This is an optimization exercise on Yosys and OpenROAD, whose aim is small area, a short achievable clock period and few clock cycles, not a production implementation.
The RTL was checked by simulation tests, not by an equivalence proof against the original design.
Power is estimated from default activity; no workload was simulated.

v55:
==> flow/design.v (excerpt) <==
module mips_cpu
  (
    input clk,
    input rst,
    output [31:0] imem_addr,
    input [31:0] imem_data,
    output [31:0] dmem_addr,
    output [31:0] dmem_wdata,
    output dmem_we,
    output dmem_re,
    input [31:0] dmem_rdata
  );
export LEC_CHECK = 0
export CAP_MARGIN = 20
export CELL_PAD_IN_SITES_DETAIL_PLACEMENT = 1
export CELL_PAD_IN_SITES_GLOBAL_PLACEMENT = 2
export CORE_MARGIN = 2
export CORE_UTILIZATION = 38
export CTS_CLUSTER_DIAMETER = 70
export CTS_CLUSTER_SIZE = 25
export PLACE_DENSITY = 0.55
export SLEW_MARGIN = 20
create_clock -name core_clock -period 10.0 [get_ports {clk}]
standard.sh (not shown) runs the stock make flow with config.mk's settings and CLKGATE_MAP_FILE= SYNTH_SCRIPT=/design/flow/synth_recipe.tcl, a recipe that flattens the netlist after the stock synthesis.
==> flow/flow/run.sh <==
#!/bin/bash
# Layout flow: the standard flow (standard.sh, unchanged) with two
# settings passed through the environment:
#  - the port buffers that buffer_ports inserts are sky130_fd_sc_hd__buf_4
#    (its default pick is a slow delay cell);
#  - repair_timing aims at 6 ns of setup slack (SETUP_SLACK_MARGIN 6), so
#    the resizer keeps working until paths fit in about 4 ns.
# The SDC (clock period, IO delays, loads) is the standard flow's, untouched.
set -o pipefail
export BUFFER_PORTS_ARGS="-buffer_cell sky130_fd_sc_hd__buf_4"
export SETUP_SLACK_MARGIN=6
bash standard.sh > standard.log 2>&1
rc=$?
cp standard.sh standard_sh_copy.log
grep -h "setup_margin\|buffer_ports\|Perform port buffering" orfs/logs/*/*/*/*.log > settings_check.log 2>&1
exit $rc
Every stage of the flow completed for v55, and the final layout passed the timing, design-rule and antenna checks.
Testbench counts of v55, summed over its fixed seeds: cycles 51,450.
[inputs] v31 vs v55
# v55
export LEC_CHECK = 0
export CAP_MARGIN = 20
export CELL_PAD_IN_SITES_DETAIL_PLACEMENT = 1
export CELL_PAD_IN_SITES_GLOBAL_PLACEMENT = 2
export CORE_MARGIN = 2
export CORE_UTILIZATION = 38
export CTS_CLUSTER_DIAMETER = 70
export CTS_CLUSTER_SIZE = 25
export PLACE_DENSITY = 0.55
export SLEW_MARGIN = 20
create_clock -name core_clock -period 10.0 [get_ports {clk}]
# v31
export LEC_CHECK = 0
export CAP_MARGIN = 20
export CELL_PAD_IN_SITES_DETAIL_PLACEMENT = 1
export CELL_PAD_IN_SITES_GLOBAL_PLACEMENT = 2
export CORE_MARGIN = 2
export CORE_UTILIZATION = 45
export CTS_CLUSTER_DIAMETER = 70
export CTS_CLUSTER_SIZE = 25
export PLACE_DENSITY = 0.6
export SLEW_MARGIN = 20
create_clock -name core_clock -period 10.0 [get_ports {clk}]
==> run notes <==
- Of the two candidates, v55 has the worse final standard cell area without fillers and v31 the better one.
- Of the two values seen for highest-delay cell along the critical path, nor2b_1 was produced by v31 and nor3_4 by v55.
- Looking at half-perimeter wire length of the detailed placement result across v31 and v55, the one that comes out lower is v31.
- Final worst setup slack: v31 vs v55 down 0.27 ns
- Re fmax: v55 was higher than v31.
> inputs changed (v31 -> v37)
# v31
export LEC_CHECK = 0
export CAP_MARGIN = 20
export CELL_PAD_IN_SITES_DETAIL_PLACEMENT = 1
export CELL_PAD_IN_SITES_GLOBAL_PLACEMENT = 2
export CORE_MARGIN = 2
export CORE_UTILIZATION = 45
export CTS_CLUSTER_DIAMETER = 70
export CTS_CLUSTER_SIZE = 25
export PLACE_DENSITY = 0.6
export SLEW_MARGIN = 20
create_clock -name core_clock -period 10.0 [get_ports {clk}]
# v37
export LEC_CHECK = 0
export CAP_MARGIN = 20
export CELL_PAD_IN_SITES_DETAIL_PLACEMENT = 1
export CELL_PAD_IN_SITES_GLOBAL_PLACEMENT = 2
export CORE_MARGIN = 2
export CORE_UTILIZATION = 38
export CTS_CLUSTER_DIAMETER = 70
export CTS_CLUSTER_SIZE = 25
export PLACE_DENSITY = 0.55
export SETUP_SLACK_MARGIN = 5
export SLEW_MARGIN = 20
create_clock -name core_clock -period 10.0 [get_ports {clk}]
==> flow/run.sh (new file) <==
#!/bin/bash
# synth_recipe.tcl (not shown) runs the flow's synth.tcl, then flattens the netlist and writes it again
# the make line also repeats each setting of config.mk as NAME=value (left out here)
make -C /OpenROAD-flow-scripts/flow DESIGN_CONFIG=/design/flow/config.mk WORK_HOME=/design/flow/orfs CLKGATE_MAP_FILE= SYNTH_SCRIPT=/design/flow/synth_recipe.tcl finish
removed: flow/flow/run.sh
removed: flow/standard.sh
Results
- v37 against v31: clock period minus worst slack rose by 0.69 ns, worst hold slack rose by 0.029 ns, combinational cell fraction of total power fell by 0.8 points, maximum vdd ir drop fell by 0.031 mV, layout clock buffer count rose by about 3%.
- v37 vs v31: total power after layout up slightly
- v31 has higher switching portion of total power than v37.

[afterwards: timing with drivers on the ports]
In the flow no input, the clock included, has a driving cell. The finished layouts below were timed again as built, in two steps.
Step 1 sets driving cells, clkbuf_16 on the clock port and buf_2 on the other inputs (assumed; they add their load-dependent delay and slew).
Step 2 also shifts input and output timing later by t, the mid clock arrival at the registers, as if the neighbouring blocks saw the same clock.
Slacks: no drivers / after step 1 / after step 2; pairs: no drivers / after step 1.
| run | t, ns | setup slack, ns | clock arrival spread, ns | slew at the worst register clock pin (ns) | worst data-port slew with drivers (ns) |
|---|---|---|---|---|---|
| v55 | 0.853 | 5.867 / 5.912 / 5.058 | 0.071 / 0.071 | 0.10 / 0.10 | 0.09 |
| v31 | 0.865 | 5.597 / 5.650 / 4.785 | 0.092 / 0.091 | 0.10 / 0.10 | 0.08 |
| v37 | 0.844 | 4.912 / 4.988 / 4.144 | 0.070 / 0.070 | 0.10 / 0.10 | 0.08 |
After both steps setup and hold are still met in every run listed. For v31, which loses most, drivers alone change the setup slack by +0.053 ns; drivers and shift together by -0.812 ns.
